From an optimization exercise on the open Yosys and OpenROAD flow, aimed at small area; shortcuts taken in it are not production practice. The RTL was checked by simulation tests, not by an equivalence proof against the original design.

## fb_read_control
module fb_read_control #
(
    parameter int BURST_SIZE = 48,
    parameter int PIXEL_SIZE = 24,
    parameter int MEMORY_WIDTH = 128,
    parameter int VOUT_WIDTH = 1280,
    parameter int VOUT_HEIGHT = 720,
    parameter int VOUT_H_FRONT_PORCH = 110,
    parameter int VOUT_H_SYNC_WIDTH = 40,
    parameter int VOUT_H_BACK_PORCH = 220,
    parameter int VOUT_V_FRONT_PORCH = 5,
    parameter int VOUT_V_SYNC_WIDTH = 5,
    parameter int VOUT_V_BACK_PORCH = 20,
    parameter BACKGROUND_TYPE = "GRADIENT"
)
(
    input  logic                    rstn_i,
    input  logic                    vout_clk_i,
    output logic                    vout_hsync_o,
    output logic                    vout_vsync_o,
    output logic                    vout_de_o,
    output logic [7:0]              vout_r_o,
    output logic [7:0]              vout_g_o,
    output logic [7:0]              vout_b_o,
    output logic [10:0]             vout_h_count_o,
    output logic [9:0]              vout_v_count_o,
    input  logic [9:0]              vin_width_i,
    input  logic [8:0]              vin_height_i,
    input  logic [10:0]             vout_width_i,
    input  logic [9:0]              vout_height_i,
    input  logic [PIXEL_SIZE-1:0]   vout_bg_color_i,
    output logic                    vout_buf_data_req_o,
    output logic [8:0]              vout_buf_rd_line_o,
    output logic [9:0]              vout_buf_rd_pixel_o,
    output logic [9:0]              vout_buf_rd_word_o,
    input  logic                    vout_buf_rd_complete_i,
    output logic                    vout_frame_update_o,
    output logic                    vout_buf_rd_en_o,
    input  logic [23:0]             vout_buf_rd_data_i
);
logic [10:0] h;
logic [9:0]  v;
assign vout_h_count_o = h;
  ...
Settings: LEC_CHECK=0, CAP_MARGIN=20, CORE_MARGIN=2, CORE_UTILIZATION=40, SLEW_MARGIN=20; clock period 8.0 ns.
standard.sh (not shown) runs the stock make flow with config.mk's settings and CLKGATE_MAP_FILE= SYNTH_SCRIPT=/design/flow/synth_recipe.tcl, a recipe that flattens the netlist after the stock synthesis.
==> flow/flow/run.sh <==
#!/bin/bash
# Layout flow: the standard ORFS flow (standard.sh) with these changes:
#  - port buffers use the smallest buffer cell (buf_1);
#  - clock tree synthesis uses clkbuf_4/clkbuf_8 and inserts no dummy loads;
#  - after the standard synthesis, the combinational logic is optimised further, registers untouched:
#    flow/polarity.py removes inverters around full-adder cells, then ABC maps the logic between
#    registers, full adders and half adders again with an area-oriented script
#    (flow/abc_resynth.script). Each result is proven equal to the synthesized netlist
#    (flip-flops cut into ports, SAT miter); a netlist that is not proven equal is not used.
# Each tool writes its full output to its own log file in this folder.
set -uo pipefail
export BUFFER_PORTS_ARGS="-buffer_cell sky130_fd_sc_hd__buf_1"
export CTS_ARGS="-sink_clustering_enable -repair_clock_nets -dont_use_dummy_load -sink_clustering_size 40 -sink_clustering_max_diameter 250 -buf_list {sky130_fd_sc_hd__clkbuf_8 sky130_fd_sc_hd__clkbuf_16}"
R=orfs/results/${FLOW_PLATFORM:-sky130hd}/fb_read_control/base
LIB=$FLOW_HOME/platforms/sky130hd/lib/sky130_fd_sc_hd__tt_025C_1v80.lib
PERIOD_PS=$(awk "BEGIN{print int(${FLOW_PERIOD_NS:-8} * 1000)}")

bash standard.sh synth > synth.log 2>&1 || exit 1
cp "$R/1_2_yosys.v" synth_netlist.v
python3 flow/cutff.py synth_netlist.v eq_gold.v > cutff.log 2>&1 || exit 1

# prove NETLIST equal to the synthesized one; log to equiv_TAG.log
prove() {
  python3 flow/cutff.py "$1" "eq_$2.v" >> cutff.log 2>&1 || return 1
  yosys -p "read_liberty -overwrite -ignore_miss_func $LIB; read_verilog eq_gold.v; rename fb_read_control gold; read_verilog eq_$2.v; rename fb_read_control gate; hierarchy -check; flatten; miter -equiv -flatten -make_outputs gold gate miter; hierarchy -top miter; sat -verify -prove trigger 0 miter" > "equiv_$2.log" 2>&1
}

use=synth_netlist.v
if python3 flow/polarity.py synth_netlist.v polarity_netlist.v > polarity.log 2>&1 && prove polarity_netlist.v polarity; then
  use=polarity_netlist.v
fi
KEEP=$(grep -o "sky130_fd_sc_hd__[a-z0-9_]*" $use | sort -u | grep -E "__(df|edf|fa_|ha_|conb)" | tr '\n' ' ')
if yosys -p "read_liberty -overwrite -ignore_miss_func $LIB; read_verilog $use; blackbox $KEEP; hierarchy -top fb_read_control; flatten; opt_clean; abc -script flow/abc_resynth.script -liberty $LIB $(cat flow/dont_use.txt) -constr flow/abc.constr -D $PERIOD_PS; opt_clean -purge; stat -liberty $LIB; write_verilog -noattr -noexpr resynth_netlist.v" > resynth.log 2>&1 && prove resynth_netlist.v resynth; then
  use=resynth_netlist.v
fi
echo "using $use" > netlist_choice.log
if [[ $use != synth_netlist.v ]]; then
  cp $use "$R/1_2_yosys.v"
  rm -f "$R/1_synth.odb" "$R/1_synth.sdc"
fi

bash standard.sh > standard_flow.log 2>&1
==> flow/flow/abc_resynth.script <==
&get -n
&st
&dch -f
&nf -a -R 1000
&st
&syn2
&dch -f
&nf -a -R 1000
&put
topo
stime -c
buffer -c
upsize -c
dnsize -c
Other scripts of this flow, unchanged in this note and not shown: flow/flow/abc.constr, flow/flow/cutff.py, flow/flow/dont_use.txt, flow/flow/polarity.py
The starting point ran to the end with no violations.
Change:
--- a/flow/flow/run.sh
+++ b/flow/flow/run.sh
@@ -11,5 +11,5 @@
 set -uo pipefail
 export BUFFER_PORTS_ARGS="-buffer_cell sky130_fd_sc_hd__buf_1"
-export CTS_ARGS="-sink_clustering_enable -repair_clock_nets -dont_use_dummy_load -sink_clustering_size 40 -sink_clustering_max_diameter 250 -buf_list {sky130_fd_sc_hd__clkbuf_8 sky130_fd_sc_hd__clkbuf_16}"
+export CTS_ARGS="-sink_clustering_enable -repair_clock_nets -dont_use_dummy_load -buf_list {sky130_fd_sc_hd__clkbuf_4 sky130_fd_sc_hd__clkbuf_8}"
 R=orfs/results/${FLOW_PLATFORM:-sky130hd}/fb_read_control/base
 LIB=$FLOW_HOME/platforms/sky130hd/lib/sky130_fd_sc_hd__tt_025C_1v80.lib
==> flow/flow/abc_resynth.script (replaced) <==
&get -n
&st
&dch -f
&nf -a -R 1000
&st
&syn2
&dch -f
&nf -a -R 1000
&put
topo
stime -c
dnsize -c
Effect: Non-clock buffer count increases by 2; area after synthesis fell by 2.8%; cell area goes down by 2.4%.

separate check: timing with driven ports:
No port has a modelled driver above. Below, the same layouts with a new extraction and two added sets of constraints. Step 1 assumes that a clkbuf_16 drives the clock port and a buf_2 every other input. Step 2 adds t to the input delays and takes it off the output delays; t is the mean of the earliest and latest rising clock arrival at the registers after step 1. Input paths then give back, and output paths get back, about the clock's delay inside the block. Three values: no drivers, after step 1, after step 2; two values: the first two.
| run | shift t [ns] | setup slack, ns | latest minus earliest clock arrival (ns) | slew at the worst register clock pin (ns) |
|---|---|---|---|---|
| the first run | 0.388 | 0.391 / 0.411 / 0.023 | 0.019 / 0.019 | 0.07 / 0.07 |
| the second run | 0.417 | 0.363 / 0.378 / -0.040 | 0.030 / 0.031 | 0.11 / 0.11 |
Met with ideal ports but missed after step 2: setup timing in the second run. For the second run, which loses most, drivers alone change the setup slack by +0.015 ns; drivers and shift together by -0.403 ns.
